What follows belongs to an exercise in optimizing a design on an open flow for a short achievable clock period and few clock cycles; a production flow would make more cautious choices. In this exercise RTL edits were held to simulation tests only and were not proved equivalent to the original. Power is estimated from default activity; no workload was simulated.

===== design/flow/design.v =====
module cpu(clk,reset,in,out,N,V,Z,mem_cmd,mem_addr,halt);
  input clk, reset;
  input [15:0] in;
  output [15:0] out;
  output N, V, Z;
  output [1:0] mem_cmd;
  output [8:0] mem_addr;
  output halt;
  function [15:0] carry16;
    input [15:0] g, p;
    input cin;
    reg [15:0] G, P;
    integer i, d;
    begin
      G = g; P = p;
      G[0] = g[0] | (p[0] & cin);
      for (d = 1; d < 16; d = d * 2)
        for (i = 15; i >= d; i = i - 1) begin
          G[i] = G[i] | (P[i] & G[i-d]);
          P[i] = P[i] & P[i-d];
        end
      carry16 = G;
    end
  endfunction
  reg [15:0] R0, R1, R2, R3, R4, R5, R6, R7;
  reg fN, fV, fZ;
  reg halted;
  reg rst2;
  reg hreg;              
  reg [8:0]  pa;
  reg        pf, pl, ps, pr;    
  reg [15:0] md;
  reg [2:0]  plrd;              
  reg        lv;                
  reg [2:0]  lrd;
  reg       gv;          
  reg [8:0] ga;          
  reg [31:0] goh;        
  reg       fv;          
  reg       fc;          
  reg       fr;          
  reg [15:0] cw;
  reg [8:0] fa, fa1;     
  reg [31:0] fa1_oh;
  reg [8:0] fnp;         
  reg [8:0] fno;         
  reg       fhit;        
  reg [31:0] bv, bret, bcall;
  reg [3:0]  btag [0:31];
  reg [8:0]  btgt [0:31];
  reg [8:0]  boff [0:31];      
  reg [8:0]  ras;
  reg [31:0] ras_oh;
  reg [31:0] cv;
  reg [3:0]  ctag [0:31];
  reg [15:0] cdat [0:31];
  reg chit_r;
  reg [15:0] cword;
  reg dflag;             
  reg [31:0] gohd;       
  wire chit = chit_r & ~dflag;
  integer k;
  always @(*) begin
    chit_r = 1'b0; cword = 16'd0;
    for (k = 0; k < 32; k = k + 1) begin
      chit_r = chit_r | goh[k] & cv[k] & ctag[k] == ga[8:5];
      cword = cword | {16{goh[k]}} & cdat[k];
    end
  end
  wire gok = gv & (pf | chit);
  reg [4:0]  qv;
  reg [15:0] qi0;    
  reg [8:0]  qc0;    
  reg [8:0]  qp0;    
  reg [8:0]  qt0;    
  reg [8:0]  qn0;    
  reg        qa0;    
  reg        qb0;    
  reg        qh0;    
  reg        xv;
  reg        xadd, xand, xmvn, xcmp, xldr, xstr, xbc, xbl, xbx, xblx, xhalt, xsame;
  reg        xwe;
  reg [2:0]  xws, xrd, xcond;
  reg [4:0]  xim;
  reg [8:0]  xoff;
  reg        xzero;
  reg [15:0] xA, xB, xD;
  reg [15:0] xP, xG, xK;      
  reg [8:0]  xc, xp, xt, xn;
  reg        xqa, xqb;
  wire [15:0] csum = carry16(xG, xP, 1'b0);
  wire [15:0] cdif = carry16(xK, ~xP, 1'b1);
  wire [15:0] sum = xP ^ {csum[14:0], 1'b0};
  wire [15:0] dif = ~xP ^ {cdif[14:0], 1'b1};
  wire [15:0] xres = xadd ? sum : xand ? xG : xmvn ? ~xB : xB;
  wire cN = dif[15];
  wire cZ = ~|xP;
  wire cV = xP[15] & (dif[15] ^ xA[15]);
  wire xw = xv & xwe;
  reg ctake;
  always @(*)
    case (xcond)
      3'd0: ctake = 1'b1;
      3'd1: ctake = fZ;
      3'd2: ctake = ~fZ;
      3'd3: ctake = fN ^ fV;
      3'd4: ctake = (fN ^ fV) | fZ;
      default: ctake = 1'b0;
    endcase
  wire take_imm = xbc & ctake | xbl;
  wire take_reg = xbx | xblx;
  reg  [8:0] xrt;             
  reg  [31:0] xt_oh, xp_oh, xrt_oh;    
  wire [8:0] xnext = take_imm ? xt : take_reg ? xrt : xp;    
  wire [31:0] xnext_oh = take_imm ? xt_oh : take_reg ? xrt_oh : xp_oh;
  wire xred = xv & (take_imm ? ~xqb : take_reg ? xrt != xn : ~xqa);
  wire hnow = xv & xhalt & ~ps & ~halted;
  wire xstuck = xv & xhalt;
  wire xtrain = xv & (take_imm & ~xzero | take_reg & ~xsame);
  reg tw, ti;                 
  reg [8:0] ta, tt, to;
  reg tr, tc;
  wire [15:0] d = qi0;
  wire [2:0] dop3 = d[15:13];
  wire [1:0] dop2 = d[12:11];
  wire [2:0] rn = d[10:8], rd = d[7:5], rm = d[2:0];
  wire [1:0] sh = d[4:3];
  wire i_movi = dop3 == 3'b110 &  dop2[1];
  wire i_movr = dop3 == 3'b110 & ~dop2[1];
  wire i_alu  = dop3 == 3'b101;
  wire i_add  = i_alu & dop2 == 2'b00;
  wire i_cmp  = i_alu & dop2 == 2'b01;
  wire i_and  = i_alu & dop2 == 2'b10;
  wire i_mvn  = i_alu & dop2 == 2'b11;
  wire i_ldr  = dop3 == 3'b011;
  wire i_str  = dop3 == 3'b100;
  wire i_b    = dop3 == 3'b001;
  wire i_bx   = dop3 == 3'b010 & dop2 == 2'b00;
  wire i_blx  = dop3 == 3'b010 & dop2 == 2'b10;
  wire i_bl   = dop3 == 3'b010 & dop2 == 2'b11;
  wire rd_rn = i_alu & ~i_mvn | i_ldr | i_str;
  wire rd_rm = i_movr | i_alu;
  wire rd_rd = i_str | i_bx | i_blx;
  wire wr_rn = i_movi | i_bl | i_blx;
  wire wr_rd = i_movr | i_alu & ~i_cmp;
  reg hz_x;                 
  reg hz_s;                 
  reg fxn, fxm, fxd;        
  reg fln, flm, fld;        
  wire hz_m = (i_ldr | i_str) & (fxn | fln);
  wire dgo = qv[0] & ~hz_x & ~hz_s & ~hz_m & ~xstuck;
  function [15:0] rsel;
    input [2:0] s;
    input [15:0] a0, a1, a2, a3, a4, a5, a6, a7;
    case (s)
      3'd0: rsel = a0; 3'd1: rsel = a1; 3'd2: rsel = a2; 3'd3: rsel = a3;
      3'd4: rsel = a4; 3'd5: rsel = a5; 3'd6: rsel = a6; default: rsel = a7;
    endcase
  endfunction
  wire [15:0] rfn = rsel(rn, R0, R1, R2, R3, R4, R5, R6, R7);
  wire [15:0] rfm = rsel(rm, R0, R1, R2, R3, R4, R5, R6, R7);
  wire [15:0] rfd = rsel(rd, R0, R1, R2, R3, R4, R5, R6, R7);
  wire [15:0] vn = fxn ? xres : fln ? in : rfn;
  wire [15:0] vm = flm ? in : rfm;
  wire [15:0] vd = fxd ? xres : fld ? in : rfd;
  reg [15:0] vs;
  always @(*)
    case (sh)
      2'b00: vs = vm;
      2'b01: vs = {vm[14:0], 1'b0};
      2'b10: vs = {1'b0, vm[15:1]};
      default: vs = {vm[15], vm[15:1]};
    endcase
  wire [15:0] dB = fxm ? xres : i_movi ? {{8{d[7]}}, d[7:0]} : (i_bl | i_blx) ? {7'b0, qp0} : vs;
  wire [8:0] d_rt = (i_blx & rd == rn) ? qp0 : vd[8:0];
  wire dop = dgo & ~xred & (i_ldr | i_str);           
  wire [4:0] alo = {1'b0, rfn[3:0]} + {1'b0, d[3:0]};
  wire [4:0] ahi = rfn[8:4], ahip = rfn[8:4] + 5'd1, ahim = rfn[8:4] - 5'd1;
  wire [8:0] aaddr = {d[4] == alo[4] ? ahi : alo[4] ? ahip : ahim, alo[3:0]};
  wire [15:0] w = fc ? cw : in;
  function [3:0] bdec;      
    input [15:0] v;
    reg b, bal, bl, bx;
    begin
      b = v[15:11] == 5'b00100; bal = b & v[10:8] == 3'b000;
      bl = v[15:11] == 5'b01011; bx = v[15:11] == 5'b01000;
      bdec = {bal | bl | b & v[7] | bx, bl, bx, ~bx};
    end
  endfunction
  wire [3:0] bd_i = bdec(in), bd_c = bdec(cw);
  wire [3:0] bd = fc ? bd_c : bd_i;
  wire a_bl = bd[2];
  wire a_bx = bd[1];
  wire [8:0] aimm = {w[7], w[7:0]};
  wire [8:0] atg_i = fa1 + {in[7], in[7:0]};
  wire [8:0] atg_c = fa1 + {cw[7], cw[7:0]};
  wire [8:0] atg = fc ? atg_c : atg_i;
  wire [31:0] atg_oh = fc ? (32'd1 << atg_c[4:0]) : (32'd1 << atg_i[4:0]);
  wire [8:0] roff = ras - fa1;
  wire dq = fv & ~fhit & bd[3];
  wire dred = dq & ~xred;
  wire [8:0] dtg = a_bx ? ras : atg;
  wire [31:0] dtg_oh = a_bx ? ras_oh : atg_oh;
  reg rpend;             
  reg fpend;             
  wire rpend_n = dred & a_bl;
  reg [8:0] rpv;
  reg [31:0] rpoh;
  wire ea_a = ~fv ? 1'b0 : dred ? (a_bx ? ras == fa1 : aimm == 9'd0) : fnp == fa1;
  wire ea_b = ~fv ? 1'b0 : dred ? (a_bx ? roff == aimm : 1'b1) : fno == aimm;
  wire [8:0] ea_n = dred ? dtg : fnp;
  wire ea_h = w[15:13] == 3'b111;
  reg hit_r, hret, hcall;
  reg [8:0] htgt, hoff;
  always @(*) begin
    hit_r = 1'b0; hret = 1'b0; hcall = 1'b0; htgt = 9'd0; hoff = 9'd0;
    for (k = 0; k < 32; k = k + 1) begin
      hit_r = hit_r | goh[k] & bv[k] & btag[k] == ga[8:5];
      hret = hret | goh[k] & bret[k];
      hcall = hcall | goh[k] & bcall[k];
      htgt = htgt | {9{goh[k]}} & btgt[k];
      hoff = hoff | {9{goh[k]}} & boff[k];
    end
  end
  wire [8:0] pa1 = ga + 9'd1;
  wire hit = hit_r & ~dflag;
  wire [8:0] pn = hit ? (hret ? ras : htgt) : pa1;
  wire pop = dgo;
  wire [79:0] e0 = {qi0, qc0, qp0, qt0, qn0, qa0, qb0, qh0};
  reg [79:0] qe [1:4];
  wire [79:0] ea = {w, fa, fa1, atg, ea_n, ea_a, ea_b, ea_h};
  wire [4:0] sv = pop ? {1'b0, qv[4:1]} : qv;
  reg [79:0] nq [0:4];
  reg [4:0] nv;
  reg placed;
  integer m;
  always @(*) begin
    nq[0] = pop ? qe[1] : e0;
    for (m = 1; m < 4; m = m + 1) nq[m] = pop ? qe[m+1] : qe[m];
    nq[4] = qe[4];
    nv = sv; placed = 1'b0;
    for (m = 0; m < 5; m = m + 1)
      if (fv & ~placed & ~sv[m]) begin nq[m] = ea; nv[m] = 1'b1; placed = 1'b1; end
    if (xred) nv = 5'd0;
  end
  wire [79:0] n0 = nq[0];
  wire [15:0] ni = n0[54:39];
  wire [2:0] nrn = ni[10:8], nrd = ni[7:5], nrm = ni[2:0];
  wire n_alu = ni[15:13] == 3'b101;
  wire n_mvn = n_alu & ni[12:11] == 2'b11;
  wire n_cmp = n_alu & ni[12:11] == 2'b01;
  wire n_ldr = ni[15:13] == 3'b011;
  wire n_str = ni[15:13] == 3'b100;
  wire n_br  = ni[15:13] == 3'b010;
  wire n_mov = ni[15:13] == 3'b110;
  wire n_rdn = n_alu & ~n_mvn | n_ldr | n_str;
  wire n_rdm = n_mov & ~ni[12] | n_alu;
  wire n_rdd = n_str | n_br & ~ni[11];
  wire n_wrn = n_mov & ni[12] | n_br & ni[12];
  wire n_wrd = n_mov & ~ni[12] | n_alu & ~n_cmp;
  wire dnext = pop & ~xred;                  
  wire [2:0] dws = wr_rn ? rn : rd;
  wire dwr = dnext & (wr_rn | wr_rd);
  wire [31:0] gohe = dflag ? gohd : goh;
  wire [31:0] goh1 = {gohe[30:0], gohe[31]};
  wire [31:0] pn_oh = hit ? (hret ? ras_oh : (32'd1 << htgt[4:0])) : goh1;
  wire [8:0] nfb = xred ? xnext : gok ? pn : ga;
  wire [31:0] nob = xred ? xnext_oh : gok ? pn_oh : gohe;
  wire [8:0] nfa = dred ? dtg : nfb;
  wire nfv = gok & ~xred & ~dred;                 
  wire room = ~nv[4] & (~nv[3] | ~gok | xred | dred);
  wire ngv = ~hnow & ~xstuck & ~halted & room;
  wire nfetch = ~dop & ngv;
  always @(posedge clk) begin
    {qi0, qc0, qp0, qt0, qn0, qa0, qb0, qh0} <= n0;
    for (m = 1; m < 5; m = m + 1) qe[m] <= nq[m];
    ga <= nfa;
    goh <= nob;
    gohd <= dtg_oh;
    pa <= dop ? aaddr : nfa;
    cw <= cword;
    fa <= ga; fa1 <= pa1; fnp <= pn; fno <= hit ? hoff : 9'd0; fhit <= hit;
    if (dop & i_str) md <= vd;
    if (dop & i_ldr) plrd <= rd;
    lrd <= plrd;
    if (xv & xcmp) begin fN <= cN; fV <= cV; fZ <= cZ; end
    hz_x <= dnext & i_ldr & (n_rdn & nrn == rd | n_rdm & nrm == rd | n_rdd & nrd == rd);
    fxn <= dwr & nrn == dws; fxm <= dwr & n_rdm & nrm == dws;
    hz_s <= dwr & n_rdm & nrm == dws & ni[4:3] != 2'b00; fxd <= dwr & nrd == dws;
    fln <= pl & nrn == plrd; flm <= pl & nrm == plrd; fld <= pl & nrd == plrd;
    if (~xstuck) begin
      xadd <= i_add; xand <= i_and; xmvn <= i_mvn; xcmp <= i_cmp;
      xldr <= i_ldr; xstr <= i_str; xbc <= i_b; xbl <= i_bl; xbx <= i_bx; xblx <= i_blx;
      xhalt <= qh0; xsame <= i_blx & rd == rn;
      xrt <= d_rt; xrt_oh <= 32'd1 << d_rt[4:0];
      xt_oh <= 32'd1 << qt0[4:0]; xp_oh <= 32'd1 << qp0[4:0];
      xwe <= wr_rn | wr_rd;
      xws <= wr_rn ? rn : rd;
      xrd <= rd; xcond <= rn; xim <= d[4:0];
      xoff <= {d[7], d[7:0]}; xzero <= d[7:0] == 8'd0;
      xA <= vn; xB <= dB; xD <= vd;
      xP <= vn ^ dB; xG <= vn & dB; xK <= vn & ~dB;
      xc <= qc0; xp <= qp0; xt <= qt0; xn <= qn0; xqa <= qa0; xqb <= qb0;
    end
    if (xred & (xbl | xblx)) begin ras <= xp; ras_oh <= xp_oh; end
    else if (rpend) begin ras <= rpv; ras_oh <= rpoh; end
    else if (fpend & ~xred) begin ras <= rpv; ras_oh <= rpoh; end
    fpend <= gok & hit & hcall & ~xred & ~dred;
    rpv <= rpend_n ? fa1 : pa1; rpoh <= rpend_n ? fa1_oh : goh1;
    fa1_oh <= goh1;
    if (fr) begin ctag[fa[4:0]] <= fa[8:5]; cdat[fa[4:0]] <= in; end
    ta <= xc; tt <= xnext; to <= xoff; tr <= xbx; tc <= xbl | xblx;
    if (tw) begin
      btag[ta[4:0]] <= ta[8:5];
      btgt[ta[4:0]] <= tt;
      boff[ta[4:0]] <= to;
      bret[ta[4:0]] <= tr;
      bcall[ta[4:0]] <= tc;
    end
    if (reset) begin
      qv <= 5'd0; xv <= 1'b0; fv <= 1'b0; lv <= 1'b0; halted <= 1'b0; hreg <= 1'b0;
      tw <= 1'b0; ti <= 1'b0; fr <= 1'b0; fc <= 1'b0; gv <= 1'b1; ga <= 9'd0; goh <= 32'd1;
      pa <= 9'd0; pf <= 1'b1; pr <= 1'b1; pl <= 1'b0; ps <= 1'b0;
      dflag <= 1'b0; rpend <= 1'b0; fpend <= 1'b0;
    end else begin
      qv <= nv;
      dflag <= dred;
      rpend <= dred & a_bl;
      if (~xstuck) xv <= dgo & ~xred;
      fv <= nfv;
      fc <= ~pf;
      fr <= pf;
      gv <= ngv;
      if (fr) cv[fa[4:0]] <= 1'b1;
      if (ps) cv[pa[4:0]] <= 1'b0;
      pf <= nfetch;
      pl <= dop & i_ldr;
      ps <= dop & i_str;
      pr <= nfetch | dop & i_ldr;
      lv <= pl;
      if (hnow) halted <= 1'b1;
      hreg <= halted | hnow |
              (xstuck ? 1'b1 : dgo & ~xred & qh0);
      tw <= xtrain; ti <= xred;
      if (tw) bv[ta[4:0]] <= 1'b1;
      else if (ti) bv[ta[4:0]] <= 1'b0;
    end
    rst2 <= reset;
    if (rst2) begin
      bv <= 32'd0; cv <= 32'd0; ras <= 9'd0; ras_oh <= 32'd1;
    end
  end
  always @(posedge clk) begin
    if (xw & xws == 3'd0) R0 <= xres; else if (lv & lrd == 3'd0) R0 <= in;
    if (xw & xws == 3'd1) R1 <= xres; else if (lv & lrd == 3'd1) R1 <= in;
    if (xw & xws == 3'd2) R2 <= xres; else if (lv & lrd == 3'd2) R2 <= in;
    if (xw & xws == 3'd3) R3 <= xres; else if (lv & lrd == 3'd3) R3 <= in;
    if (xw & xws == 3'd4) R4 <= xres; else if (lv & lrd == 3'd4) R4 <= in;
    if (xw & xws == 3'd5) R5 <= xres; else if (lv & lrd == 3'd5) R5 <= in;
    if (xw & xws == 3'd6) R6 <= xres; else if (lv & lrd == 3'd6) R6 <= in;
    if (xw & xws == 3'd7) R7 <= xres; else if (lv & lrd == 3'd7) R7 <= in;
  end
  assign mem_addr = pa;
  assign mem_cmd = {ps, pr};
  assign out = md;
  assign halt = hreg;
  assign N = fN; assign V = fV; assign Z = fZ;
endmodule

===== design/flow/run.sh =====
#!/bin/bash
# synth_recipe.tcl (not shown) runs the flow's synth.tcl, then flattens the netlist and writes it again
# the make line also repeats each setting of config.mk as NAME=value (left out here)
make -C /OpenROAD-flow-scripts/flow DESIGN_CONFIG=/design/flow/config.mk WORK_HOME=/design/flow/orfs CLKGATE_MAP_FILE= SYNTH_SCRIPT=/design/flow/synth_recipe.tcl finish

===== design/flow/constraint.sdc =====
create_clock -name core_clock -period 6.0 [get_ports {clk}]
set_input_delay 1.2000 -clock core_clock [delete_from_list [all_inputs] [get_ports {clk}]]
set_output_delay 1.2000 -clock core_clock [all_outputs]
set_load 0.01 [all_outputs]

===== design/flow/config.mk =====
export PLATFORM = sky130hd
export DESIGN_NAME = cpu
export DESIGN_NICKNAME = cpu
export VERILOG_FILES = /design/flow/design.v
export SDC_FILE = /design/flow/constraint.sdc
export NUM_CORES = 4
export LEC_CHECK = 0
export ABC_CLOCK_PERIOD_IN_PS = 2500
export CAP_MARGIN = 30
export CORE_MARGIN = 2
export CORE_UTILIZATION = 40
export PLACE_DENSITY = 0.6
export SETUP_SLACK_MARGIN = 3.5
export SLEW_MARGIN = 30
export TNS_END_PERCENT = 100

==> impl_metrics.ini, run 1 <==
[synthesis]
seq_area_frac_synth_pct = 68.0
syn_nets = 7764
synth_ff_type = edfxtp_1
synth_edf_count = 2018
syn_area_um2 = 101000
ys_types = 96
synthArstFlopShare_pct = 0
synth_cells = 7665
avgSynthCellArea_um2 = 13.1
ys_ff_latch = 2408
yosysWarnings = 3

[clocking]
cts_max_level = 4
cts-root-buf = clkbuf_16
clock_sinks = 2408
clkTransAtPathRegs_ns = 0.07
clk_latency_ns = 0.93
cts_tree = done
cts_made_buffers = 241
clockBufferDepth = 3
holdBufCountCts = 0

[timing]
slew_headroom_pct = 24.9
slew_violations = 0
fmax_ghz = 0.258
skew_ns = 0.0770
setup_viol = 0
fin_setup_tns_ns = 0
period_needed_ns = 3.88
worst_pin_slew_ns = 1.13
hold_viol = 0
rsz0062_at_grt = true
fin_crit_sh_pct = 64.7

[global_routing]
grt_pass1_vias = 71300
grt_usage_pct = 29.9
grt_pass1_wl_mm = 546
antenna_found_initial = 18
grt_max_degree = 100
gr-total-overflow = 0

[setup_path]
crit_path_start_kind = flop
reg2reg_depth = 16
crit_slowest_cell = nor2b_2
cp_max_fo = 16
path_class = reg2reg
cp_slowest_stage_delay_ns = 0.43
cpMostUsedCell = nor2b_2
critPathRequiredTime_ns = 6.82
arrival_ns = 4.70
crit_chain = buf_12 > nor2b_2 > a22oi_1 > a21oi_1 > o22a_1 > ha_1 > a21o_1 > a21oi_4 > inv_2 > fa_2 > nor2b_2 > o21ai_2 > and4_1 > a21oi_2 > xnor2_2 > o32ai_1
cp-end-kind = flop

[pwr]
sw_frac_of_total_pct = 40.0
p_switching_uw = 28100
pwr-share-clk_pct = 21.8
comb_power_share_pct = 43.1
power_density_nw_per_um2 = 544
finalPower_uw = 70200
p_leak_uw = 0.0452
seqPwrFrac_pct = 35.1
vdd_drop_max_uv = 348
intPower_uw = 42100

[detailed_routing]
finalWirelength_mm = 407
drc = 0
avgRoutedWirePerCell_um = 34.1
detail-route-antenna-nets = 0
viasPerCell = 6.42
vias = 76700
drt_iter0_markers = 12500
dr.pass1.iters = 9

[die]
row_count = 184
dieHeight_um = 505
dieArea_um2 = 256000
dieWidth_um = 505
coreArea_um2 = 251000
initial_core_util_pct = 40.1
io_pins = 49

[layout]
multi_input_area_um2 = 36300
syn_to_final_growth_pct = 28.3
final_cells = 11900
drive_above_1_share_pct = 30.0
design_area_um2 = 129000
final_util_pct = 51.5
fin_nets = 8470
register_area_um2 = 68600
final.fill_count = 20400

[status]
status = no timing/DRC/antenna violations

[placed_design]
dp.cells = 10800
port_buffers = 48
placed_cell_area_um2 = 106000
dp_hpwl_mm = 226
gp_congestion = 0.925

[job]
drv_cap = 0

[hold_path]
hold_path_class = reg2reg
whs_path_depth = 0
[cell usage in the layout (no fill, tap or decap), drive strengths merged, types with 104 or more instances in the layout]
cell and count:
a211oi 104, a21oi 390, a22o 129, a22oi 404
buf 926, clkbuf 353, dfxtp 390, edfxtp 2018
inv 173, mux2i 201, nand2 606, nand3 185
nand4 172, nor2 570, nor3 118, o21ai 434
xnor2 150, xor2 214
[per-stage QoR]
| stage | hold slack, ns | setup WS [ns] |
|---|---|---|
| after global placement | 0.328 | 1.26 |
| after global routing | 0.345 | 2.10 |
| after detailed placement | 0.327 | 1.24 |
| after CTS | 0.338 | 2.24 |
| final | 0.338 | 2.12 |
| after floorplan | 0.323 | 2.44 |
[power by group through the flow]
stage	clock network, uW	logic, uW	registers (uW)
floorplan	0	11900	23200
detailed placement	0	19100	25000
CTS	15300	26300	24400
global placement	0	18800	24900
finish	15300	30300	24600
global route	16000	31100	24700
[cells in the mapped netlist (28+ instances only)]
cell      instances  share of area, %
xor2_1          214               1.9
edfxtp_1       2018                60
nand2_1         578               2.2
a22oi_1         404               3.0
nand3_1         185              0.92
xnor2_1         150               1.3
a32oi_1          28              0.24
nand4_1         172               1.1
nor2_1          566               2.1
ha_1             76              0.95
nor4_1           52              0.32
clkbuf_1        386               1.4
nor3_1          116              0.58
a22o_1          129               1.1
buf_2            37              0.18
nand2b_1         35              0.22
or3_1            28              0.17
mux4_2           31              0.69
o22ai_1          61              0.38
o31ai_1          48              0.36
mux2_2           76              0.85
a21oi_1         388               1.9
mux2i_1         199               2.0
dfxtp_1         390               7.8
nor2b_1          33              0.21
a221oi_1         98              0.85
inv_1           165              0.62
buf_1            73              0.27
a211oi_1        102              0.76
o21ai_0         422               2.1
[per-layer routing]
layer | global-route usage [%] | share of wire [%] | vias to the layer above | wire [um]
met2 | 44.8 | 44 | 5910 | 177000
li1 | - | - | 30800 | -
met3 | 6.66 | 13 | 1384 | 51400
met4 | 17.5 | 7.2 | 15 | 29400
met5 | 0 | 0.033 | - | 133
met1 | 39.9 | 37 | 38600 | 149000
[repair_timing]
| action | in CTS | in global routing |
|---|---|---|
| buffers inserted | 441 | 116 |
| pin swaps | 341 | 248 |
| cloned | 74 | 37 |
| gates resized for setup | 1403 | 626 |
| endpoints found under the setup margin | 2050 | 1170 |
[final timing paths]
path | from | endpoint | slack (ns)
hold reg to reg | xc[4]$_DFFE_PN_ | ta[4]$_DFF_P_ | 0.34
setup reg to reg | qi0[10]$_DFF_P_ | pa[8]$_SDFF_PP0_ | 2.12
hold / removal | xc[4]$_DFFE_PN_ | ta[4]$_DFF_P_ | 0.34
setup / recovery | qi0[10]$_DFF_P_ | pa[8]$_SDFF_PP0_ | 2.12
[final cells by class]
class	instances	area share, %
Sequential cell	2408	53.2
Antenna cell	9	0.0174
Timing Repair Buffer	953	8.69
Clock inverter	121	0.971
Clock buffer	336	5.22
Multi-Input combinational cell	4592	28.1
Inverter	175	0.556
Tap cell	3348	3.25
[critical path, delay by kind of cell, from the launching register on]
kind	cells	cell delay [ns]
and+or+nand+nor	3	0.80
buffers and inverters	2	0.25
DFF	1	0.41
adders and majority gates	2	0.69
xor gates and xnor gates	1	0.14
AOI/OAI and AO/OA	8	1.50
[state kept, by name, summed over array words and instances (netlist names), 32 cells and up, named ones only]
signal	count
cdat	512
btgt	288
boff	256
qe	220
btag	128
ctag	128
bcall	32
bret	32
cv	32
fa1_oh	32
goh	32
gohd	32
ras_oh	32
rpoh	32
xp_oh	32
xrt_oh	32
xt_oh	32
[logic make-up (layout without fill, tap and decap cells)]
family | count (synthesis) | count (layout) | share of synthesized area [%]
AOI/OAI and AO/OA | 1926 | 1927 | 12.8
xor gates and xnor gates | 364 | 364 | 3.17
adders and majority gates | 81 | 81 | 1.04
buffers and inverters | 705 | 1585 | 2.86
DFF | 2408 | 2408 | 68.0
muxes | 317 | 317 | 3.65
other | 0 | 9 | 0
and+or+nand+nor | 1864 | 1903 | 8.47
Testbench counts, summed over its fixed seeds: cycles 26,603.
==> run 2, diff against run 1 <==
--- a/design/flow/design.v
+++ b/design/flow/design.v
@@ -174,9 +174,15 @@
   wire [15:0] dB = fxm ? xres : i_movi ? {{8{d[7]}}, d[7:0]} : (i_bl | i_blx) ? {7'b0, qp0} : vs;
   wire [8:0] d_rt = (i_blx & rd == rn) ? qp0 : vd[8:0];
   wire dop = dgo & ~xred & (i_ldr | i_str);           
-  wire [4:0] alo = {1'b0, rfn[3:0]} + {1'b0, d[3:0]};
-  wire [4:0] ahi = rfn[8:4], ahip = rfn[8:4] + 5'd1, ahim = rfn[8:4] - 5'd1;
-  wire [8:0] aaddr = {d[4] == alo[4] ? ahi : alo[4] ? ahip : ahim, alo[3:0]};
+  wire [8:0] sx5 = {{4{d[4]}}, d[4:0]};
+  wire [8:0] ad0 = R0[8:0] + sx5, ad1 = R1[8:0] + sx5, ad2 = R2[8:0] + sx5, ad3 = R3[8:0] + sx5;
+  wire [8:0] ad4 = R4[8:0] + sx5, ad5 = R5[8:0] + sx5, ad6 = R6[8:0] + sx5, ad7 = R7[8:0] + sx5;
+  reg [8:0] aaddr;
+  always @(*)
+    case (rn)
+      3'd0: aaddr = ad0; 3'd1: aaddr = ad1; 3'd2: aaddr = ad2; 3'd3: aaddr = ad3;
+      3'd4: aaddr = ad4; 3'd5: aaddr = ad5; 3'd6: aaddr = ad6; default: aaddr = ad7;
+    endcase
   wire [15:0] w = fc ? cw : in;
   function [3:0] bdec;      
     input [15:0] v;
==> run 2 against run 1 <==
  * Still clean
  * Sequential cell count is the same
  * Design area is essentially flat
  * Die area increased by 0.18%
  * Clock skew shrank 0.0022 ns
  * Worst setup slack improved by 0.34 ns
  * Final cell count down 0.23%
  * Critical endpoint is now pa[7]$_SDFF_PP0_
  * Largest power group unchanged
==> impl_metrics.ini, run 2 <==
[placed_design]
dp.cells = 10800
gp_congestion = 0.929
port_buffers = 48
dp_hpwl_mm = 221

[setup_path]
path_class = reg2reg
crit_buf_inv = 1
cp_max_fo = 26
crit_path_start_kind = flop
crit_family = compound AO/OA/AOI/OAI gates
cpMostUsedCell = a311o_1
cp_slowest_stage_delay_ns = 0.56
arrival_ns = 4.35
crit_chain = buf_4 > a22o_1 > a221oi_1 > nand4_1 > nor3_2 > o21ai_0 > mux2_4 > a311o_1 > a311o_1
cp-end-kind = flop
crit_slowest_cell = nor3_2
critPathRequiredTime_ns = 6.81

[die]
coreArea_um2 = 251000
dieHeight_um = 506
dieWidth_um = 506
io_pins = 49
dieArea_um2 = 256000
initial_core_util_pct = 40.2
row_count = 184

[timing]
slew_headroom_pct = 22.2
period_needed_ns = 3.54
fin_crit_sh_pct = 59.0
skew_ns = 0.0749
fin_setup_tns_ns = 0
hold_viol = 0
fin_hold_ws_ns = 0.321
worst_pin_slew_ns = 1.15
slew_violations = 0
fmax_ghz = 0.282
setup_viol = 0
rsz0062_at_grt = true

[pwr]
pwr-share-clk_pct = 23.4
intPower_uw = 42100
seqPwrFrac_pct = 35.9
vdd_drop_max_uv = 288
comb_power_share_pct = 40.7
p_switching_uw = 26700
power_density_nw_per_um2 = 533
p_leak_uw = 0.0450
sw_frac_of_total_pct = 38.8

[detailed_routing]
viasPerCell = 6.38
avgRoutedWirePerCell_um = 33.5
finalWirelength_mm = 400
dr.pass1.iters = 9
detail-route-antenna-nets = 0
drt_iter0_markers = 11800
drc = 0
vias = 76000

[synthesis]
syn_area_um2 = 101000
avgSynthCellArea_um2 = 13.2
synth_common_cells = 2018 x edfxtp_1, 620 x nand2_1, 498 x o21ai_0
synth.top_cell.area_share_pct = 60.1
synth_ff_type = edfxtp_1
synth_top_area_cell = edfxtp_1
seq_area_frac_synth_pct = 67.9
yosysWarnings = 3
synthArstFlopShare_pct = 0
synth_cells = 7656
ys_types = 93
synth_most_common_cell = edfxtp_1
synth_edf_count = 2018
syn_nets = 7755
ys_ff_latch = 2408
synth.area.top_cells = edfxtp_1 60%, dfxtp_1 7.7%, a22oi_1 3.1%

[global_routing]
grt_pass1_wl_mm = 540
grt_max_degree = 86
grt_pass1_vias = 71500
antenna_found_initial = 15
grt_usage_pct = 29.4
gr-total-overflow = 0

[clocking]
clock_sinks = 2408
cts_max_level = 5
cts_tree = done
cts_made_buffers = 276
clkTransAtPathRegs_ns = 0.06
clockBufferDepth = 4
clk_latency_ns = 0.96
cts-root-buf = clkbuf_16

[layout]
syn_to_final_growth_pct = 28.1
largest_reg_flops = 512
layout_commonest_cell = edfxtp_1
layout_common_cells = 2018 x edfxtp_1, 505 x nand2_1, 411 x a22oi_1, 411 x buf_4, 301 x clkbuf_16
fin_nets = 8458
drive_above_1_share_pct = 29.9
final_cells = 11900

[hold_path]
hold_path_class = reg2reg

[status]
status = no timing/DRC/antenna violations

[job]
drv_cap = 0
run 2: logic make-up (layout without fill, tap and decap cells):
| family | after synthesis | count (layout) | share of synthesized area, % |
|---|---|---|---|
| other | 0 | 12 | 0 |
| muxes | 366 | 366 | 4.11 |
| DFF | 2408 | 2408 | 67.9 |
| buffers and inverters | 682 | 1530 | 2.75 |
| AOI/OAI and AO/OA | 1942 | 1944 | 12.8 |
| xor gates and xnor gates | 345 | 345 | 3.00 |
| adders and majority gates | 81 | 81 | 1.04 |
| and+or+nand+nor | 1832 | 1880 | 8.44 |
run 2: power by group through the flow:
stage / combinational [uW] / clock (uW) / sequential [uW]
finish: 28000 / 16100 / 24700
global route: 28800 / 16800 / 24800
CTS: 23500 / 16100 / 24500
detailed placement: 17300 / 0 / 25000
global placement: 17000 / 0 / 25000
floorplan: 11100 / 0 / 23200
run 2: repair_timing:
action                     4_1_cts  5_1_grt
pin swaps                      269      358
gates resized for setup       1313      826
setup endpoints to repair     1827     1364
cloned                          72       40
buffers inserted               399      128
hold buffers                     0        0
run 2: final cells by class:
cell class,count,area [um^2]
diodes,12,30.0
clock buffers,374,7630
clock inverters,99,791
fillers,20800,122000
inverters,161,663
multi-input cells,4616,36500
flip-flops and latches,2408,68600
well taps,3348,4190
repair buffers,895,10700
repair inverters,1,11.3
run 2: worst register-to-register path, cell delays in order, from the launching register on:
cell      delay [ns]
dfxtp_2         0.53
buf_4           0.46
a22o_1          0.30
a221oi_1        0.23
nand4_1         0.19
nor3_2          0.56
o21ai_0         0.25
mux2_4          0.33
a311o_1         0.32
a311o_1         0.26
run 2: final timing paths:
kind	slack, ns	end	cells past startpoint	from
max	2.46	pa[7]$_SDFF_PP0_	9	goh[17]$_SDFF_PP0_
min reg2reg	0.32	ta[0]$_DFF_P_	0	xc[0]$_DFFE_PN_
max reg2reg	2.46	pa[7]$_SDFF_PP0_	9	goh[17]$_SDFF_PP0_
min	0.32	ta[0]$_DFF_P_	0	xc[0]$_DFFE_PN_
run 2: metal layers:
metal	up-vias	share of wire, %	GRT usage (%)	wire length [um]
li1	30900	-	-	-
met1	38100	37	38.8	147000
met2	5611	44	44.3	175000
met3	1413	12	6.57	48900
met4	14	7.3	17.4	29000
met5	-	0.021	0	84
run 2: metrics by stage:
step / setup slack (ns) / util [%] / cell area (um^2) / power, uW
2_1_floorplan: 2.16 / - / 101000 / 34300
3_3_place_gp: 1.05 / 42.1 / 106000 / 42000
3_5_place_dp: 1.42 / 42.3 / 106000 / 42300
4_1_cts: 2.57 / 49.4 / 124000 / 64100
5_1_grt: 2.40 / 51.4 / 129000 / 70400
6_report: 2.46 / 51.4 / 129000 / 68800
Testbench counts of run 2, summed over its fixed seeds: cycles 26,603.
==> run 3, diff against run 2 <==
--- a/design/flow/design.v
+++ b/design/flow/design.v
@@ -33,6 +33,9 @@
   reg [2:0]  plrd;              
   reg        lv;                
   reg [2:0]  lrd;
+  reg [15:0] inr;               
+  reg        fr2, fk2;          
+  reg [8:0]  fa2;
   reg       gv;          
   reg [8:0] ga;          
   reg [31:0] goh;        
@@ -73,9 +76,14 @@
   reg [8:0]  qc0;    
   reg [8:0]  qp0;    
   reg [8:0]  qt0;    
-  reg [8:0]  qn0;    
-  reg        qa0;    
-  reg        qb0;    
+  reg [8:0]  qf0;    
+  reg [8:0]  qr0;    
+  reg        qd0;    
+  reg        qca0;   
+  reg        qcz0;   
+  reg        qcr0;   
+  reg        qcf0;   
+  reg        qco0;   
   reg        qh0;    
   reg        xv;
   reg        xadd, xand, xmvn, xcmp, xldr, xstr, xbc, xbl, xbx, xblx, xhalt, xsame;
@@ -143,6 +151,9 @@
   wire rd_rd = i_str | i_bx | i_blx;
   wire wr_rn = i_movi | i_bl | i_blx;
   wire wr_rd = i_movr | i_alu & ~i_cmp;
+  wire [8:0] qn0 = qd0 ? (i_bx ? qr0 : qt0) : qf0;
+  wire qa0 = qd0 ? (i_bx ? qcr0 : qcz0) : qca0;
+  wire qb0 = qd0 ? (i_bx ? qco0 : 1'b1) : qcf0;
   reg hz_x;                 
   reg hz_s;                 
   reg fxn, fxm, fxd;        
@@ -174,15 +185,7 @@
   wire [15:0] dB = fxm ? xres : i_movi ? {{8{d[7]}}, d[7:0]} : (i_bl | i_blx) ? {7'b0, qp0} : vs;
   wire [8:0] d_rt = (i_blx & rd == rn) ? qp0 : vd[8:0];
   wire dop = dgo & ~xred & (i_ldr | i_str);           
-  wire [8:0] sx5 = {{4{d[4]}}, d[4:0]};
-  wire [8:0] ad0 = R0[8:0] + sx5, ad1 = R1[8:0] + sx5, ad2 = R2[8:0] + sx5, ad3 = R3[8:0] + sx5;
-  wire [8:0] ad4 = R4[8:0] + sx5, ad5 = R5[8:0] + sx5, ad6 = R6[8:0] + sx5, ad7 = R7[8:0] + sx5;
-  reg [8:0] aaddr;
-  always @(*)
-    case (rn)
-      3'd0: aaddr = ad0; 3'd1: aaddr = ad1; 3'd2: aaddr = ad2; 3'd3: aaddr = ad3;
-      3'd4: aaddr = ad4; 3'd5: aaddr = ad5; 3'd6: aaddr = ad6; default: aaddr = ad7;
-    endcase
+  wire [8:0] aaddr = rfn[8:0] + {{4{d[4]}}, d[4:0]};
   wire [15:0] w = fc ? cw : in;
   function [3:0] bdec;      
     input [15:0] v;
@@ -212,10 +215,7 @@
   wire rpend_n = dred & a_bl;
   reg [8:0] rpv;
   reg [31:0] rpoh;
-  wire ea_a = ~fv ? 1'b0 : dred ? (a_bx ? ras == fa1 : aimm == 9'd0) : fnp == fa1;
-  wire ea_b = ~fv ? 1'b0 : dred ? (a_bx ? roff == aimm : 1'b1) : fno == aimm;
-  wire [8:0] ea_n = dred ? dtg : fnp;
-  wire ea_h = w[15:13] == 3'b111;
+  wire [6:0] ea_c = {dred, fnp == fa1, aimm == 9'd0, ras == fa1, fno == aimm, roff == aimm, w[15:13] == 3'b111};
   reg hit_r, hret, hcall;
   reg [8:0] htgt, hoff;
   always @(*) begin
@@ -228,15 +228,18 @@
       hoff = hoff | {9{goh[k]}} & boff[k];
     end
   end
-  wire [8:0] pa1 = ga + 9'd1;
+  reg [8:0] gad;
+  reg dsel;              
+  wire [8:0] gae = dflag ? gad : ga;
+  wire [8:0] pa1 = gae + 9'd1;
   wire hit = hit_r & ~dflag;
   wire [8:0] pn = hit ? (hret ? ras : htgt) : pa1;
   wire pop = dgo;
-  wire [79:0] e0 = {qi0, qc0, qp0, qt0, qn0, qa0, qb0, qh0};
-  reg [79:0] qe [1:4];
-  wire [79:0] ea = {w, fa, fa1, atg, ea_n, ea_a, ea_b, ea_h};
+  wire [67:0] e0 = {qi0, qc0, qp0, qt0, qf0, qr0, qd0, qca0, qcz0, qcr0, qcf0, qco0, qh0};
+  reg [67:0] qe [1:4];
+  wire [67:0] ea = {w, fa, fa1, atg, fnp, ras, ea_c};
   wire [4:0] sv = pop ? {1'b0, qv[4:1]} : qv;
-  reg [79:0] nq [0:4];
+  reg [67:0] nq [0:4];
   reg [4:0] nv;
   reg placed;
   integer m;
@@ -249,8 +252,8 @@
       if (fv & ~placed & ~sv[m]) begin nq[m] = ea; nv[m] = 1'b1; placed = 1'b1; end
     if (xred) nv = 5'd0;
   end
-  wire [79:0] n0 = nq[0];
-  wire [15:0] ni = n0[54:39];
+  wire [67:0] n0 = nq[0];
+  wire [15:0] ni = n0[67:52];
   wire [2:0] nrn = ni[10:8], nrd = ni[7:5], nrm = ni[2:0];
   wire n_alu = ni[15:13] == 3'b101;
   wire n_mvn = n_alu & ni[12:11] == 2'b11;
@@ -270,22 +273,22 @@
   wire [31:0] gohe = dflag ? gohd : goh;
   wire [31:0] goh1 = {gohe[30:0], gohe[31]};
   wire [31:0] pn_oh = hit ? (hret ? ras_oh : (32'd1 << htgt[4:0])) : goh1;
-  wire [8:0] nfb = xred ? xnext : gok ? pn : ga;
+  wire [8:0] nfb = xred ? xnext : gok ? pn : gae;
   wire [31:0] nob = xred ? xnext_oh : gok ? pn_oh : gohe;
-  wire [8:0] nfa = dred ? dtg : nfb;
   wire nfv = gok & ~xred & ~dred;                 
-  wire room = ~nv[4] & (~nv[3] | ~gok | xred | dred);
+  wire room = ~nv[4] & (~nv[3] | ~gok | xred);
   wire ngv = ~hnow & ~xstuck & ~halted & room;
   wire nfetch = ~dop & ngv;
   always @(posedge clk) begin
-    {qi0, qc0, qp0, qt0, qn0, qa0, qb0, qh0} <= n0;
+    {qi0, qc0, qp0, qt0, qf0, qr0, qd0, qca0, qcz0, qcr0, qcf0, qco0, qh0} <= n0;
     for (m = 1; m < 5; m = m + 1) qe[m] <= nq[m];
-    ga <= nfa;
+    ga <= nfb;
+    gad <= dtg;
     goh <= nob;
     gohd <= dtg_oh;
-    pa <= dop ? aaddr : nfa;
+    pa <= dop ? aaddr : nfb;
     cw <= cword;
-    fa <= ga; fa1 <= pa1; fnp <= pn; fno <= hit ? hoff : 9'd0; fhit <= hit;
+    fa <= gae; fa1 <= pa1; fnp <= pn; fno <= hit ? hoff : 9'd0; fhit <= hit;
     if (dop & i_str) md <= vd;
     if (dop & i_ldr) plrd <= rd;
     lrd <= plrd;
@@ -314,7 +317,9 @@
     fpend <= gok & hit & hcall & ~xred & ~dred;
     rpv <= rpend_n ? fa1 : pa1; rpoh <= rpend_n ? fa1_oh : goh1;
     fa1_oh <= goh1;
-    if (fr) begin ctag[fa[4:0]] <= fa[8:5]; cdat[fa[4:0]] <= in; end
+    inr <= in; fa2 <= fa;
+    fk2 <= ~(ps & pa[4:0] == fa[4:0]);
+    if (fr2) begin ctag[fa2[4:0]] <= fa2[8:5]; cdat[fa2[4:0]] <= inr; end
     ta <= xc; tt <= xnext; to <= xoff; tr <= xbx; tc <= xbl | xblx;
     if (tw) begin
       btag[ta[4:0]] <= ta[8:5];
@@ -325,19 +330,21 @@
     end
     if (reset) begin
       qv <= 5'd0; xv <= 1'b0; fv <= 1'b0; lv <= 1'b0; halted <= 1'b0; hreg <= 1'b0;
-      tw <= 1'b0; ti <= 1'b0; fr <= 1'b0; fc <= 1'b0; gv <= 1'b1; ga <= 9'd0; goh <= 32'd1;
+      tw <= 1'b0; ti <= 1'b0; fr <= 1'b0; fr2 <= 1'b0; fc <= 1'b0; gv <= 1'b1; ga <= 9'd0; goh <= 32'd1;
       pa <= 9'd0; pf <= 1'b1; pr <= 1'b1; pl <= 1'b0; ps <= 1'b0;
-      dflag <= 1'b0; rpend <= 1'b0; fpend <= 1'b0;
+      dflag <= 1'b0; dsel <= 1'b0; rpend <= 1'b0; fpend <= 1'b0;
     end else begin
       qv <= nv;
       dflag <= dred;
+      dsel <= dred & ~dop;
       rpend <= dred & a_bl;
       if (~xstuck) xv <= dgo & ~xred;
       fv <= nfv;
       fc <= ~pf;
       fr <= pf;
       gv <= ngv;
-      if (fr) cv[fa[4:0]] <= 1'b1;
+      fr2 <= fr;
+      if (fr2 & fk2) cv[fa2[4:0]] <= 1'b1;
       if (ps) cv[pa[4:0]] <= 1'b0;
       pf <= nfetch;
       pl <= dop & i_ldr;
@@ -366,7 +373,7 @@
     if (xw & xws == 3'd6) R6 <= xres; else if (lv & lrd == 3'd6) R6 <= in;
     if (xw & xws == 3'd7) R7 <= xres; else if (lv & lrd == 3'd7) R7 <= in;
   end
-  assign mem_addr = pa;
+  assign mem_addr = dsel ? gad : pa;
   assign mem_cmd = {ps, pr};
   assign out = md;
   assign halt = hreg;
==> run 3 against run 2 <==
  * Largest power group unchanged
  * Worst setup slack got worse by 0.046 ns
  * Non-clock buffer count rose by 257
  * Critical endpoint is now pa[8]$_SDFF_PP0_
  * Global-route usage rose by 1.2 points
  * Sequential cell count rose by 102
  * Register-to-register slack got worse by 0.05 ns
  * Sequential power rose by 5%
  * Clock skew rose by 0.021 ns
  * Critical path type unchanged
  * Design area rose by 7.1%
  * Critical path depth rose by 3
  * First-iteration DRC count rose by 22%
  * Clock-buffer cell count fell by 8
==> impl_metrics.ini, run 3 <==
[status]
status = no timing/DRC/antenna violations

[detailed_routing]
dr_wl_met2_mm = 190
drc = 0
detail-route-antenna-nets = 0
top_layer = met5
vias = 82600
dr.pass1.iters = 8
avgRoutedWirePerCell_um = 35.8
wl_met1_mm = 152
met3_length_mm = 64.2
finalWirelength_mm = 446
viasPerCell = 6.63
drt_iter0_markers = 14400

[clocking]
holdBufCountCts = 0
cts_tree = done
clkTransAtPathRegs_ns = 0.06
clockBufferDepth = 4
cts_max_level = 5
clock_sinks = 2510
clk_latency_ns = 0.97
cts-root-buf = clkbuf_16
cts_made_buffers = 275

[global_routing]
grt_max_degree = 97
grt_usage_pct = 30.6
gr-total-overflow = 0
grt_pass1_vias = 74700
antenna_found_initial = 38
grt_pass1_wl_mm = 574

[setup_path]
cp-end-kind = flop
timing.rr.start = fZ$_DFFE_PP_
r2r-end = pa[8]$_SDFF_PP0_
critPathRequiredTime_ns = 6.85
path_class = reg2reg
cp_max_fo = 6
crit_path_end = pa[8]$_SDFF_PP0_
ff2ff_setup_slack_ns = 2.41
arrival_ns = 4.44
crit_path_start_kind = flop
reg2reg_depth = 12
crit_start = fZ$_DFFE_PP_

[timing]
slew_violations = 0
fin_crit_sh_pct = 59.8
hold_viol = 0
slew_headroom_pct = 19.4
worst_pin_slew_ns = 1.17
period_needed_ns = 3.59
fin_setup_tns_ns = 0
skew_ns = 0.0959
fmax_ghz = 0.279
rsz0062_at_grt = true
setup_viol = 0

[synthesis]
avgSynthCellArea_um2 = 13.2
synth.top_cell.area_share_pct = 60.1
synthArstFlopShare_pct = 0
synth.area.top_cells = edfxtp_1 60%, dfxtp_1 8.2%, a22oi_1 2.9%
yosysWarnings = 3
ys_types = 86
synth_top_area_cell = edfxtp_1
syn_area_um2 = 104000
ys_ff_latch = 2510
synth_most_common_cell = edfxtp_1
seq_area_frac_synth_pct = 68.3
synth_common_cells = 2083 x edfxtp_1, 729 x nand2_1, 560 x o21ai_0
synth_cells = 7876
synth_ff_type = edfxtp_1
synth_edf_count = 2083
syn_nets = 7976

[pwr]
seqPwrFrac_pct = 34.6
pwr-share-clk_pct = 22.7
power_density_nw_per_um2 = 541
sw_frac_of_total_pct = 39.2
p_leak_uw = 0.0494
intPower_uw = 45500
p_switching_uw = 29400
comb_power_share_pct = 42.7
vdd_drop_max_uv = 425

[die]
dieHeight_um = 514
coreArea_um2 = 259000
dieArea_um2 = 264000
io_pins = 49
initial_core_util_pct = 40.1
dieWidth_um = 514
row_count = 187

[layout]
largest_reg_flops = 512
drive_above_1_share_pct = 33.3
layout_commonest_cell = edfxtp_1
layout_common_cells = 2083 x edfxtp_1, 508 x nand2_1, 478 x buf_4
fin_nets = 8939
syn_to_final_growth_pct = 32.9
design_area_um2 = 138000

[placed_design]
dp_hpwl_mm = 227
gp_congestion = 0.935
placed_cell_area_um2 = 110000
port_buffers = 48

[job]
drv_cap = 0

[hold_path]
hold_path_class = reg2reg
[run 3: cell types whose count changed in the layout (fill, tap and decap cells not counted), sizes merged, moves of 31 or more]
cell / previous run / this run
o21ai: 509 / 580
dfxtp: 390 / 427
mux2: 125 / 175
nand2: 652 / 762
nor4: 86 / 22
nor2: 441 / 520
o31ai: 14 / 47
nand3: 221 / 126
o22ai: 66 / 29
edfxtp: 2018 / 2083
a32oi: 0 / 31
nand4: 119 / 183
buf: 871 / 1100
a21oi: 352 / 303
[run 3: worst min path at each step]
| stage | from | end | slack, ns | depth (start not counted) |
|---|---|---|---|---|
| after floorplan | xc[0]$_DFFE_PN_ | ta[0]$_DFF_P_ | 0.32 | 0 |
| after global placement | xc[5]$_DFFE_PN_ | ta[5]$_DFF_P_ | 0.33 | 0 |
| after detailed placement | xc[0]$_DFFE_PN_ | ta[0]$_DFF_P_ | 0.33 | 0 |
| after CTS | xc[0]$_DFFE_PN_ | ta[0]$_DFF_P_ | 0.34 | 0 |
| after global routing | xc[1]$_DFFE_PN_ | ta[1]$_DFF_P_ | 0.35 | 0 |
| final | xc[0]$_DFFE_PN_ | ta[0]$_DFF_P_ | 0.34 | 0 |
[run 3: kinds of logic after synthesis]
family	synth area share, %
buf+inv	2.58
flops	68.3
mux	4.38
xor+xnor	3.28
compound gates	12.1
simple gates	8.33
fa+ha+maj	1.01
[run 3: area by class of cell]
type / count / area (um^2)
Antenna cell: 21 / 52.6
Clock buffer: 366 / 7660
Clock inverter: 107 / 1080
Fill cell: 20200 / 121000
Inverter: 142 / 587
Multi-Input combinational cell: 4758 / 38000
Sequential cell: 2510 / 71400
Tap cell: 3402 / 4260
Timing Repair Buffer: 1152 / 15200
[run 3: critical path, stage by stage, from the launching register on]
cell and delay, ns:
edfxtp_1 0.65, inv_1 0.19, nor3_2 0.33, o41a_1 0.24, buf_6 0.16, buf_4 0.13
nor2_4 0.06, buf_8 0.17, a21oi_4 0.48, nand2_1 0.32, and3_1 0.28, a22o_1 0.19
a311oi_1 0.29
[run 3: power groups by stage]
| stage | clock, uW | combinational [uW] | sequential (uW) |
|---|---|---|---|
| after floorplan | 0 | 10800 | 24100 |
| after global placement | 0 | 17000 | 26000 |
| after detailed placement | 0 | 17300 | 26000 |
| after CTS | 16900 | 24900 | 25500 |
| after global routing | 17600 | 32300 | 25900 |
| final | 17000 | 31900 | 25900 |
[run 3: what timing repair did]
action,4_1_cts,5_1_grt
setup buffers,457,262
setup endpoints to repair,1962,1524
pin swaps,327,409
endpoints found under the hold margin,0,0
gates resized for setup,1567,1084
gates cloned,124,52
[run 3: per-layer routing]
| layer | global-route usage [%] | up-vias |
|---|---|---|
| met5 | 0 | - |
| met4 | 18.9 | 32 |
| met2 | 46.2 | 7348 |
| li1 | - | 32000 |
| met1 | 39.3 | 40900 |
| met3 | 8.01 | 2313 |
[run 3: through the flow]
step	setup WS [ns]	util, %	hold WS [ns]	total power, uW	std cells
after floorplan	1.20	-	0.323	35000	7876
after global placement	1.07	42.1	0.328	43000	11100
after detailed placement	1.37	42.3	0.329	43300	11100
after CTS	2.90	50.4	0.342	67300	12100
after global routing	2.50	53.3	0.348	75900	12400
final	2.41	53.3	0.344	74800	12500
Testbench counts of run 3, summed over its fixed seeds: cycles 26,598.
==> run 4, diff against run 3 <==
--- a/design/flow/design.v
+++ b/design/flow/design.v
@@ -124,6 +124,8 @@
   wire xred = xv & (take_imm ? ~xqb : take_reg ? xrt != xn : ~xqa);
   wire hnow = xv & xhalt & ~ps & ~halted;
   wire xstuck = xv & xhalt;
+  wire dop = xv & (xldr | xstr);
+  wire [8:0] aaddr = xA[8:0] + {{4{xim[4]}}, xim};
   wire xtrain = xv & (take_imm & ~xzero | take_reg & ~xsame);
   reg tw, ti;                 
   reg [8:0] ta, tt, to;
@@ -154,12 +156,11 @@
   wire [8:0] qn0 = qd0 ? (i_bx ? qr0 : qt0) : qf0;
   wire qa0 = qd0 ? (i_bx ? qcr0 : qcz0) : qca0;
   wire qb0 = qd0 ? (i_bx ? qco0 : 1'b1) : qcf0;
-  reg hz_x;                 
+  reg hz_x, hz_p;           
   reg hz_s;                 
   reg fxn, fxm, fxd;        
   reg fln, flm, fld;        
-  wire hz_m = (i_ldr | i_str) & (fxn | fln);
-  wire dgo = qv[0] & ~hz_x & ~hz_s & ~hz_m & ~xstuck;
+  wire dgo = qv[0] & ~hz_x & ~hz_p & ~hz_s & ~xstuck;
   function [15:0] rsel;
     input [2:0] s;
     input [15:0] a0, a1, a2, a3, a4, a5, a6, a7;
@@ -184,8 +185,6 @@
     endcase
   wire [15:0] dB = fxm ? xres : i_movi ? {{8{d[7]}}, d[7:0]} : (i_bl | i_blx) ? {7'b0, qp0} : vs;
   wire [8:0] d_rt = (i_blx & rd == rn) ? qp0 : vd[8:0];
-  wire dop = dgo & ~xred & (i_ldr | i_str);           
-  wire [8:0] aaddr = rfn[8:0] + {{4{d[4]}}, d[4:0]};
   wire [15:0] w = fc ? cw : in;
   function [3:0] bdec;      
     input [15:0] v;
@@ -270,6 +269,7 @@
   wire dnext = pop & ~xred;                  
   wire [2:0] dws = wr_rn ? rn : rd;
   wire dwr = dnext & (wr_rn | wr_rd);
+  wire xl = xv & xldr;                       
   wire [31:0] gohe = dflag ? gohd : goh;
   wire [31:0] goh1 = {gohe[30:0], gohe[31]};
   wire [31:0] pn_oh = hit ? (hret ? ras_oh : (32'd1 << htgt[4:0])) : goh1;
@@ -289,11 +289,13 @@
     pa <= dop ? aaddr : nfb;
     cw <= cword;
     fa <= gae; fa1 <= pa1; fnp <= pn; fno <= hit ? hoff : 9'd0; fhit <= hit;
-    if (dop & i_str) md <= vd;
-    if (dop & i_ldr) plrd <= rd;
+    if (xv & xstr) md <= xD;
+    if (xv & xldr) plrd <= xrd;
     lrd <= plrd;
     if (xv & xcmp) begin fN <= cN; fV <= cV; fZ <= cZ; end
-    hz_x <= dnext & i_ldr & (n_rdn & nrn == rd | n_rdm & nrm == rd | n_rdd & nrd == rd);
+    hz_x <= dnext & i_ldr & (n_rdn & nrn == rd | n_rdm & nrm == rd | n_rdd & nrd == rd |
+                             n_wrn & nrn == rd | n_wrd & nrd == rd);
+    hz_p <= xl & (n_rdn & nrn == xrd | n_rdm & nrm == xrd | n_rdd & nrd == xrd);
     fxn <= dwr & nrn == dws; fxm <= dwr & n_rdm & nrm == dws;
     hz_s <= dwr & n_rdm & nrm == dws & ni[4:3] != 2'b00; fxd <= dwr & nrd == dws;
     fln <= pl & nrn == plrd; flm <= pl & nrm == plrd; fld <= pl & nrd == plrd;
@@ -347,13 +349,13 @@
       if (fr2 & fk2) cv[fa2[4:0]] <= 1'b1;
       if (ps) cv[pa[4:0]] <= 1'b0;
       pf <= nfetch;
-      pl <= dop & i_ldr;
-      ps <= dop & i_str;
-      pr <= nfetch | dop & i_ldr;
+      pl <= xv & xldr;
+      ps <= xv & xstr;
+      pr <= nfetch | xv & xldr;
       lv <= pl;
       if (hnow) halted <= 1'b1;
       hreg <= halted | hnow |
-              (xstuck ? 1'b1 : dgo & ~xred & qh0);
+              ~(xv & xstr) & (xstuck ? 1'b1 : dgo & ~xred & qh0);
       tw <= xtrain; ti <= xred;
       if (tw) bv[ta[4:0]] <= 1'b1;
       else if (ti) bv[ta[4:0]] <= 1'b0;
==> run 4 against run 3 <==
  * Hold slack lost 0.016 ns
  * Clock power is essentially flat
  * Critical endpoint is now pa[5]$_SDFF_PP0_
  * Global-route usage shrank 0.17 points
  * Sequential cell count grew 28
  * Still clean
  * Utilization shrank 1.7 points
  * Largest power group is now sequential cells
  * Register-to-register slack gained 0.22 ns
==> impl_metrics.ini, run 4 <==
[status]
status = no timing/DRC/antenna violations

[global_routing]
grt_usage_pct = 30.4
grt_pass1_vias = 73700
antenna_found_initial = 27
grt_max_degree = 142
gr-total-overflow = 0
grt_pass1_wl_mm = 575

[pwr]
p_leak_uw = 0.0481
power_density_nw_per_um2 = 483
vdd_drop_max_uv = 426

[setup_path]
cp_max_fo = 8
reg2reg_depth = 12
crit_slowest_cell = a222oi_1
crit_start = ga[5]$_SDFF_PP0_
cp-end-kind = flop
crit_chain = buf_12 > clkinvlp_4 > buf_8 > buf_6 > a222oi_1 > a2111oi_4 > nand4_1 > o31a_4 > buf_12 > mux2_4 > a221o_1 > o2bb2ai_1
crit_family = compound AO/OA/AOI/OAI gates
r2r-end = pa[5]$_SDFF_PP0_
critPathRequiredTime_ns = 6.78
ff2ff_setup_slack_ns = 2.64
path_class = reg2reg
cp_slowest_stage_delay_ns = 0.68
crit_buf_inv = 5
arrival_ns = 4.15
crit_path_start_kind = flop
timing.rr.start = ga[5]$_SDFF_PP0_
cpMostUsedCell = buf_12

[synthesis]
yosys-mux-area-fraction_pct = 4.45
synth_common_cells = 2110 x edfxtp_1, 736 x nand2_1, 516 x nor2_1
synth-xor-area-share_pct = 3.04
synth_ff_type = edfxtp_1
synth-simple-area-share_pct = 8.59
synth_top_family_by_area = compound AO/OA/AOI/OAI gates
synth_most_common_cell = edfxtp_1
synth.area.top_cells = edfxtp_1 60%, dfxtp_1 8.1%, a22oi_1 2.9%
ys_types = 85
syn_area_um2 = 105000
ys_ff_latch = 2538
seq_area_frac_synth_pct = 68.3
yosys.area_share.adder_pct = 0.980
avgSynthCellArea_um2 = 13.2
synth.top_cell.area_share_pct = 60.2
synth_top_area_cell = edfxtp_1
syn_nets = 8078
synth_edf_count = 2110
synthArstFlopShare_pct = 0
yosysWarnings = 3
synth_compound_area_share_pct = 11.9
synth_cells = 7980

[job]
drv_cap = 0

[timing]
fmax_ghz = 0.297
timing.final.ws_setup_ns = 2.64
period_needed_ns = 3.36
fin_setup_tns_ns = 0
slew_violations = 0
worst_pin_slew_ns = 1.20
skew_ns = 0.0902
setup_viol = 0
slew_headroom_pct = 19.8
rsz0062_at_grt = true
fin_crit_sh_pct = 56.1
hold_viol = 0

[hold_path]
whs_path_depth = 0
hp-start = xc[0]$_DFFE_PN_
hold_path_class = reg2reg
hold_end = ta[0]$_DFF_P_

[die]
coreArea_um2 = 262000
io_pins = 49
dieArea_um2 = 267000
dieWidth_um = 517
row_count = 188
initial_core_util_pct = 40.2
dieHeight_um = 517

[detailed_routing]
viasPerCell = 6.35
drt_iter0_markers = 12300
dr.pass1.iters = 7
finalWirelength_mm = 427
vias = 79400
avgRoutedWirePerCell_um = 34.2
drc = 0
detail-route-antenna-nets = 0

[clocking]
cts_made_buffers = 278
cts_tree = done
holdBufCountCts = 0
clock_sinks = 2538
clockBufferDepth = 4
cts-root-buf = clkbuf_16
cts_max_level = 5
clkTransAtPathRegs_ns = 0.07
clk_latency_ns = 0.97

[layout]
layout_commonest_cell = edfxtp_1
syn_to_final_growth_pct = 28.6
final.fill_count = 21300
fin_nets = 8866
layout_common_cells = 2110 x edfxtp_1, 653 x nand2_1, 463 x buf_4
drive_above_1_share_pct = 29.1
final_util_pct = 51.6
largest_reg_flops = 512

[placed_design]
port_buffers = 48
gp_congestion = 0.942
dp_hpwl_mm = 236
pre_cts_slack_ns = 1.20
## run 4: cell types whose count changed in the layout (fill, tap and decap cells not counted), moves of 44 or more
cell     previous run  this run
o21ai_2           189        87
nand4_1           183       134
buf_12            185       139
o21ai_1           107        63
o21ai_0           257       345
nand2_2           112        47
nand3_1            88       233
nand2_4           103        29
nand2_1           508       653
## run 4: how the worst max path moves through the flow
stage / depth (start not counted) / end / slack [ns]
after floorplan: 11 / qt0[8]$_DFFE_PP_ / 2.69
after global placement: 10 / rpoh[30]$_DFF_P_ / 1.18
after detailed placement: 10 / rpoh[15]$_DFF_P_ / 1.20
after CTS: 12 / xG[14]$_DFFE_PN_ / 2.70
after global routing: 15 / goh[21]$_SDFF_PP0_ / 2.70
final: 12 / pa[5]$_SDFF_PP0_ / 2.64
## run 4: cells by family (layout without fill, tap and decap cells)
group	after synthesis	count (layout)
buffers and inverters	716	1660
other	0	12
AOI/OAI and AO/OA	1883	1884
muxes	407	407
adders and majority gates	80	80
DFF	2538	2538
and+or+nand+nor	1991	2031
xor gates and xnor gates	365	365
## run 4: power breakdown
group	leakage [uW]	switching [uW]	internal (uW)
clock network	0.00423	7020	9690
registers	0.0233	2770	22200
logic	0.0206	14600	9100
## run 4: timing repair
item	CTS	global route
pin swaps	249	264
gates cloned	96	29
setup buffers	432	163
setup endpoints to repair	1872	1157
gates resized for setup	1441	679
## run 4: final cells by class
cell class	instances	area (um^2)	area share (%)
antenna	12	30.0	0.0222
clock buffer	382	7700	5.69
clock inverter	95	928	0.686
inverter	177	744	0.550
multi-input combinational	4767	36800	27.2
sequential	2538	72200	53.4
tap	3515	4400	3.25
timing repair buffer	1004	12400	9.19
timing repair inverter	2	15.0	0.0111
## run 4: routing by layer
layer	part of all wire, %	vias up	global-route usage (%)
li1	-	32000	-
met1	36	39800	39.1
met2	44	6065	45.9
met3	13	1480	8.11
met4	7.7	16	18.8
met5	0.024	-	0
## run 4: metrics by stage
stage	total power [uW]	cell area (um^2)	instances	hold slack, ns
4_1_cts	61500	130000	12300	0.339
5_1_grt	66700	135000	12500	0.341
3_3_place_gp	40200	111000	11300	0.339
6_report	65300	135000	12500	0.328
3_5_place_dp	40500	111000	11300	0.341
2_1_floorplan	32600	105000	7980	0.323
Testbench counts of run 4, summed over its fixed seeds: cycles 27,028.

-- what the ideal ports hide --
Ports are ideal in the flow. The routed layouts listed here were re-timed in OpenROAD.
Step 1 assumes that a clkbuf_16 drives the clock port and a buf_2 every other input.
Step 2, shift: input delay + t, output delay - t, t = (earliest + latest rising clock arrival at the registers) / 2. This alone moves slack from input paths to output paths.
Slacks: ideal / step 1 / step 2; pairs: ideal / step 1.
run | shift t [ns] | slack for setup (ns) | worst setup path at the end | latest minus earliest clock arrival (ns) | worst slew at a driven data input, ns
run 1 | 0.989 | 2.121 / 2.121 / 1.983 | input to register | 0.079 / 0.080 | 0.06
run 2 | 1.012 | 2.459 / 2.459 / 1.640 | input to register | 0.075 / 0.074 | 0.05
run 3 | 1.024 | 2.413 / 2.413 / 1.889 | input to register | 0.097 / 0.097 | 0.14
run 4 | 1.013 | 2.636 / 2.636 / 2.043 | input to register | 0.091 / 0.090 | 0.07
After both steps every run listed still meets setup and hold. The setup slack of run 2, which loses most, moves by 0.000 ns with the drivers and by -0.819 ns with both steps.
